Context: an optimization exercise on an open-source flow, tuned for small area. The choices shown serve that exercise and are no tape-out recipe.
Function was checked by simulation only, so behaviour that the tests miss may differ from the original.

==> run B <==
## PolarisCPU
module PolarisCPU(
	output			fence_o,
	output			trap_o,
	output	[3:0]		cause_o,
	output	[63:0]		mepc_o,
	output			mpie_o,
	output			mie_o,
	input			irq_i,
	input			iack_i,
	input	[31:0]		idat_i,
	output	[63:0]		iadr_o,
	output			istb_o,
	input			dack_i,
	input	[63:0]		ddat_i,
	output	[63:0]		ddat_o,
	output	[63:0]		dadr_o,
	output			dwe_o,
	output			dcyc_o,
	output			dstb_o,
	output	[1:0]		dsiz_o,
	output			dsigned_o,
	output	[11:0]		cadr_o,
	output			coe_o,
	output			cwe_o,
	input			cvalid_i,
	output	[63:0]		cdat_o,
	input	[63:0]		cdat_i,
	input			clk_i,
	input			reset_i
);
export LEC_CHECK = 0
export CAP_MARGIN = 20
export CORE_MARGIN = 2
export CORE_UTILIZATION = 50
export SLEW_MARGIN = 20
export SYNTH_HIERARCHICAL = 1
create_clock -name core_clock -period 15.0 [get_ports {clk_i}]
standard.sh (not shown) runs the stock make flow with config.mk's settings and CLKGATE_MAP_FILE= SYNTH_SCRIPT=/design/flow/synth_recipe.tcl, a recipe that flattens the netlist after the stock synthesis.
==> flow/flow/run.sh <==
#!/bin/bash
# Layout flow: the standard ORFS flow (standard.sh) with two changes:
#  - the port buffers are buf_1 cells instead of the flow's default choice;
#  - clock tree synthesis clusters up to 30 sinks under each clkbuf_16 and
#    adds no dummy loads.
# Synthesis is the standard one, run on its own first.
# Each step's full output goes to a log file here; ORFS's own per-stage logs
# are under orfs/logs/.
set -euo pipefail
bash standard.sh synth > flow_synth.log 2>&1
bash standard.sh \
	BUFFER_PORTS_ARGS="-buffer_cell sky130_fd_sc_hd__buf_1" \
	CTS_ARGS="-sink_clustering_enable -repair_clock_nets -dont_use_dummy_load -buf_list sky130_fd_sc_hd__clkbuf_16 -sink_clustering_size 30 -sink_clustering_max_diameter 60" \
	finish > flow_finish.log 2>&1
==> run Y (differences from run B) <==
--- a/flow/design.v
+++ b/flow/design.v
@@ -30,20 +30,19 @@
 	input			reset_i
 );
 	wire		pc_mbvec, pc_pcPlus4;
 	wire		ft0_o;
 	wire		iadr_pc;
 	wire		ir_idat;
 	reg		ft0;
 	reg		rst;
-	reg	[63:0]	ia;
-	reg		pcf;
-	wire	[63:0]	pc;
-	wire	[63:0]	ia_mux;
+	reg	[63:0]	pc;
+	wire	[63:0]	ia;
+	wire	[63:0]	pc_mux;
 	reg	[31:0]	ir;
 	wire	[31:0]	ir_mux;
 	reg		xt0, xt1, xt2, xt3, xt4;
 	wire		xt0_o, xt1_o, xt2_o, xt3_o, xt4_o;
 	wire	[4:0]	ra_mux;
 	wire		ra_ir1, ra_ir2, ra_ird;
 	wire		rdat_alu, rdat_pc;
 	wire	[63:0]	rdat_i, rdat_o;
@@ -146,52 +145,50 @@
 			(alub_alub ? alub : 0);
 	assign rdat_i = (rdat_alu ? aluXResult : 0) |
 			(rdat_ddat ? ddat_i : 0) |
 			(rdat_cdat ? ucdat_i : 0) |
 			(rdat_pc ? pc : 0);
 	assign ra_mux = (ra_ir1 ? ir[19:15] : 0) |
 			(ra_ir2 ? ir[24:20] : 0) |
 			(ra_ird ? ir[11:7] : 0);	
-	wire [63:2] pc_c;
-	wire [8:0] pc_bc;
-	assign pc_bc[0] = pcf;
+	wire [64:2] pc_c;
+	assign pc_c[2] = 1'b1;
 	genvar k;
 	generate
-		for (k = 0; k < 8; k = k + 1) begin : pcblk
-			localparam LO = 2 + 8 * k;
-			localparam HI = (k == 7) ? 63 : LO + 7;
-			assign pc_c[LO] = pc_bc[k];
-			assign pc_bc[k+1] = pc_bc[k] & (&ia[HI:LO]);
-		end
 		for (k = 2; k < 64; k = k + 1) begin : pcinc
-			if (((k - 2) % 8) != 7 && k != 63)
-				assign pc_c[k+1] = pc_c[k] & ia[k];
+			assign pc_c[k+1] = pc_c[k] & pc[k];
 		end
 	endgenerate
-	assign pc = {ia[63:2] ^ pc_c[63:2], ia[1:0]};
-	wire ia_ia    = ~|{pc_mbvec,pc_pcPlus4,pc_alu,pc_mtvec,pc_mepc};
-	assign ia_mux = (pc_mbvec ? 64'hFFFF_FFFF_FFFF_FF00 : 64'h0) |
-			(pc_pcPlus4 ? pc : 64'h0) |
+	wire [63:0] pc_plus4 = {pc[63:2] ^ pc_c[63:2], pc[1:0]};
+	wire pc_pc    = ~|{pc_mbvec,pc_pcPlus4,pc_alu,pc_mtvec,pc_mepc};
+	assign pc_mux = (pc_mbvec ? 64'hFFFF_FFFF_FFFF_FF00 : 64'h0) |
+			(pc_pcPlus4 ? pc_plus4 : 64'h0) |
 			(pc_alu ? aluXResult : 64'h0) |
 			(pc_mtvec ? mtvec_i : 64'h0) |
 			(pc_mepc ? mepc_o : 64'h0) |
-			(ia_ia ? ia : 64'h0);	
-	wire pcf_mux = pc_pcPlus4 | (ia_ia & pcf);
+			(pc_pc ? pc : 64'h0);	
+	wire [64:2] pc_b;
+	assign pc_b[2] = 1'b1;
+	generate
+		for (k = 2; k < 64; k = k + 1) begin : iadec
+			assign pc_b[k+1] = pc_b[k] & ~pc[k];
+		end
+	endgenerate
+	assign ia = {pc[63:2] ^ pc_b[63:2], pc[1:0]};
 	assign iadr_o = iadr_pc ? pc : 0;
 	wire ir_ir    = ~ir_idat;
 	generate
 		for (k = 0; k < 32; k = k + 1) begin : irm
 			ao22 u(.a1(idat_i[k]), .a2(ir_idat), .b1(ir[k]), .b2(ir_ir), .x(ir_mux[k]));
 		end
 	endgenerate
 	always @(posedge clk_i) begin
 		rst <= reset_i;
-		ia <= ia_mux;
-		pcf <= pcf_mux;
+		pc <= pc_mux;
 		ft0 <= ft0_o;
 		xt0 <= xt0_o;
 		xt1 <= xt1_o;
 		xt2 <= xt2_o;
 		xt3 <= xt3_o;
 		xt4 <= xt4_o;
 		ir <= ir_mux;
 		alua <= alua_mux;
- CORE_UTILIZATION: 50 -> 40
==> run R (differences from run B) <==
--- a/flow/design.v
+++ b/flow/design.v
@@ -30,20 +30,19 @@
 	input			reset_i
 );
 	wire		pc_mbvec, pc_pcPlus4;
 	wire		ft0_o;
 	wire		iadr_pc;
 	wire		ir_idat;
 	reg		ft0;
 	reg		rst;
-	reg	[63:0]	ia;
-	reg		pcf;
-	wire	[63:0]	pc;
-	wire	[63:0]	ia_mux;
+	reg	[63:0]	pc;
+	wire	[63:0]	ia;
+	wire	[63:0]	pc_mux;
 	reg	[31:0]	ir;
 	wire	[31:0]	ir_mux;
 	reg		xt0, xt1, xt2, xt3, xt4;
 	wire		xt0_o, xt1_o, xt2_o, xt3_o, xt4_o;
 	wire	[4:0]	ra_mux;
 	wire		ra_ir1, ra_ir2, ra_ird;
 	wire		rdat_alu, rdat_pc;
 	wire	[63:0]	rdat_i, rdat_o;
@@ -146,52 +145,50 @@
 			(alub_alub ? alub : 0);
 	assign rdat_i = (rdat_alu ? aluXResult : 0) |
 			(rdat_ddat ? ddat_i : 0) |
 			(rdat_cdat ? ucdat_i : 0) |
 			(rdat_pc ? pc : 0);
 	assign ra_mux = (ra_ir1 ? ir[19:15] : 0) |
 			(ra_ir2 ? ir[24:20] : 0) |
 			(ra_ird ? ir[11:7] : 0);	
-	wire [63:2] pc_c;
-	wire [8:0] pc_bc;
-	assign pc_bc[0] = pcf;
+	wire [64:2] pc_c;
+	assign pc_c[2] = 1'b1;
 	genvar k;
 	generate
-		for (k = 0; k < 8; k = k + 1) begin : pcblk
-			localparam LO = 2 + 8 * k;
-			localparam HI = (k == 7) ? 63 : LO + 7;
-			assign pc_c[LO] = pc_bc[k];
-			assign pc_bc[k+1] = pc_bc[k] & (&ia[HI:LO]);
-		end
 		for (k = 2; k < 64; k = k + 1) begin : pcinc
-			if (((k - 2) % 8) != 7 && k != 63)
-				assign pc_c[k+1] = pc_c[k] & ia[k];
+			assign pc_c[k+1] = pc_c[k] & pc[k];
 		end
 	endgenerate
-	assign pc = {ia[63:2] ^ pc_c[63:2], ia[1:0]};
-	wire ia_ia    = ~|{pc_mbvec,pc_pcPlus4,pc_alu,pc_mtvec,pc_mepc};
-	assign ia_mux = (pc_mbvec ? 64'hFFFF_FFFF_FFFF_FF00 : 64'h0) |
-			(pc_pcPlus4 ? pc : 64'h0) |
+	wire [63:0] pc_plus4 = {pc[63:2] ^ pc_c[63:2], pc[1:0]};
+	wire pc_pc    = ~|{pc_mbvec,pc_pcPlus4,pc_alu,pc_mtvec,pc_mepc};
+	assign pc_mux = (pc_mbvec ? 64'hFFFF_FFFF_FFFF_FF00 : 64'h0) |
+			(pc_pcPlus4 ? pc_plus4 : 64'h0) |
 			(pc_alu ? aluXResult : 64'h0) |
 			(pc_mtvec ? mtvec_i : 64'h0) |
 			(pc_mepc ? mepc_o : 64'h0) |
-			(ia_ia ? ia : 64'h0);	
-	wire pcf_mux = pc_pcPlus4 | (ia_ia & pcf);
+			(pc_pc ? pc : 64'h0);	
+	wire [64:2] pc_b;
+	assign pc_b[2] = 1'b1;
+	generate
+		for (k = 2; k < 64; k = k + 1) begin : iadec
+			assign pc_b[k+1] = pc_b[k] & ~pc[k];
+		end
+	endgenerate
+	assign ia = {pc[63:2] ^ pc_b[63:2], pc[1:0]};
 	assign iadr_o = iadr_pc ? pc : 0;
 	wire ir_ir    = ~ir_idat;
 	generate
 		for (k = 0; k < 32; k = k + 1) begin : irm
 			ao22 u(.a1(idat_i[k]), .a2(ir_idat), .b1(ir[k]), .b2(ir_ir), .x(ir_mux[k]));
 		end
 	endgenerate
 	always @(posedge clk_i) begin
 		rst <= reset_i;
-		ia <= ia_mux;
-		pcf <= pcf_mux;
+		pc <= pc_mux;
 		ft0 <= ft0_o;
 		xt0 <= xt0_o;
 		xt1 <= xt1_o;
 		xt2 <= xt2_o;
 		xt3 <= xt3_o;
 		xt4 <= xt4_o;
 		ir <= ir_mux;
 		alua <= alua_mux;
==> results.py <==
metrics = {
    "status": {
        "status": "finished clean",
    },
    "logic_synthesis": {
        "synthAdderAreaFrac_pct": 4.511,
        "mappedNetlistArea_um2": 107000,
    },
    "power_and_ir_drop": {
        "power.internal_uw": 9378,
        "power.density_nw_per_um2": 103.4,
    },
    "place": {
        "placed_cell_area_um2": 116500,
    },
    "cells_and_area": {
        "diodes": 27,
    },
    "worst_setup_path": {
        "crit_arrival_ns": 10.35,
    },
    "drt": {
        "drtPass1Iterations": 13,
    },
}
(the above is from run Y)
==> results.py <==
metrics = {
    "power_and_ir_drop": {
        "power.density_nw_per_um2": 102.8,
        "maxPowerGroup": "registers",
        "power.internal_uw": 9271,
    },
    "place": {
        "placed_cell_area_um2": 115400,
    },
    "worst_setup_path": {
        "crit_fanout": 37,
        "crit_arrival_ns": 10.16,
    },
    "cells_and_area": {
        "diodes": 14,
    },
    "logic_synthesis": {
        "mappedNetlistArea_um2": 107000,
        "synthAdderAreaFrac_pct": 4.511,
    },
    "status": {
        "status": "finished clean",
    },
    "drt": {
        "drtPass1Iterations": 14,
    },
}
(the above is from run R)
==> results.py <==
metrics = {
    "status": {
        "status": "finished clean",
    },
    "logic_synthesis": {
        "synth_cell_types": 95,
        "mappedNetlistArea_um2": 107200,
        "synthAdderAreaFrac_pct": 3.734,
        "synth-main-ff-cell": "dfxtp_1",
    },
    "worst_setup_path": {
        "crit_arrival_ns": 10.17,
    },
    "floorplan": {
        "die_h_um": 467.0,
    },
    "power_and_ir_drop": {
        "power.internal_uw": 9405,
    },
    "cells_and_area": {
        "diodes": 47,
    },
    "timing": {
        "worstMarginPinSlew_ns": 1.376,
    },
    "place": {
        "placed_cell_area_um2": 115600,
    },
}
(the above is from run B)

## port drivers added, routing unchanged
The flow's constraints put no driver on any port. The routed layouts listed below were extracted and timed again, unchanged, in two steps.
Step 1 (the two cells are an assumption about what drives the block):
set clk [get_ports {clk_i}]
set_driving_cell -lib_cell sky130_fd_sc_hd__clkbuf_16 $clk
set_driving_cell -lib_cell sky130_fd_sc_hd__buf_2 [delete_from_list [all_inputs] $clk]
Step 2 moves the port delays by t, midway between the first and last clock arrival at a register: inputs arrive t later, outputs are due t later. That takes back most of the time a late clock gives input paths.
Three values: ideal, step 1, step 2; two values: the first two.
| run | t, ns | setup slack, ns | pins driven straight from the clock port |
|---|---|---|---|
| run B | 0.947 | 1.829 / 1.733 / 2.174 | 1 |
| run Y | 0.947 | 1.653 / 1.539 / 2.084 | 1 |
| run R | 0.930 | 1.835 / 1.736 / 2.089 | 1 |
After both steps setup and hold are still met in every run listed.
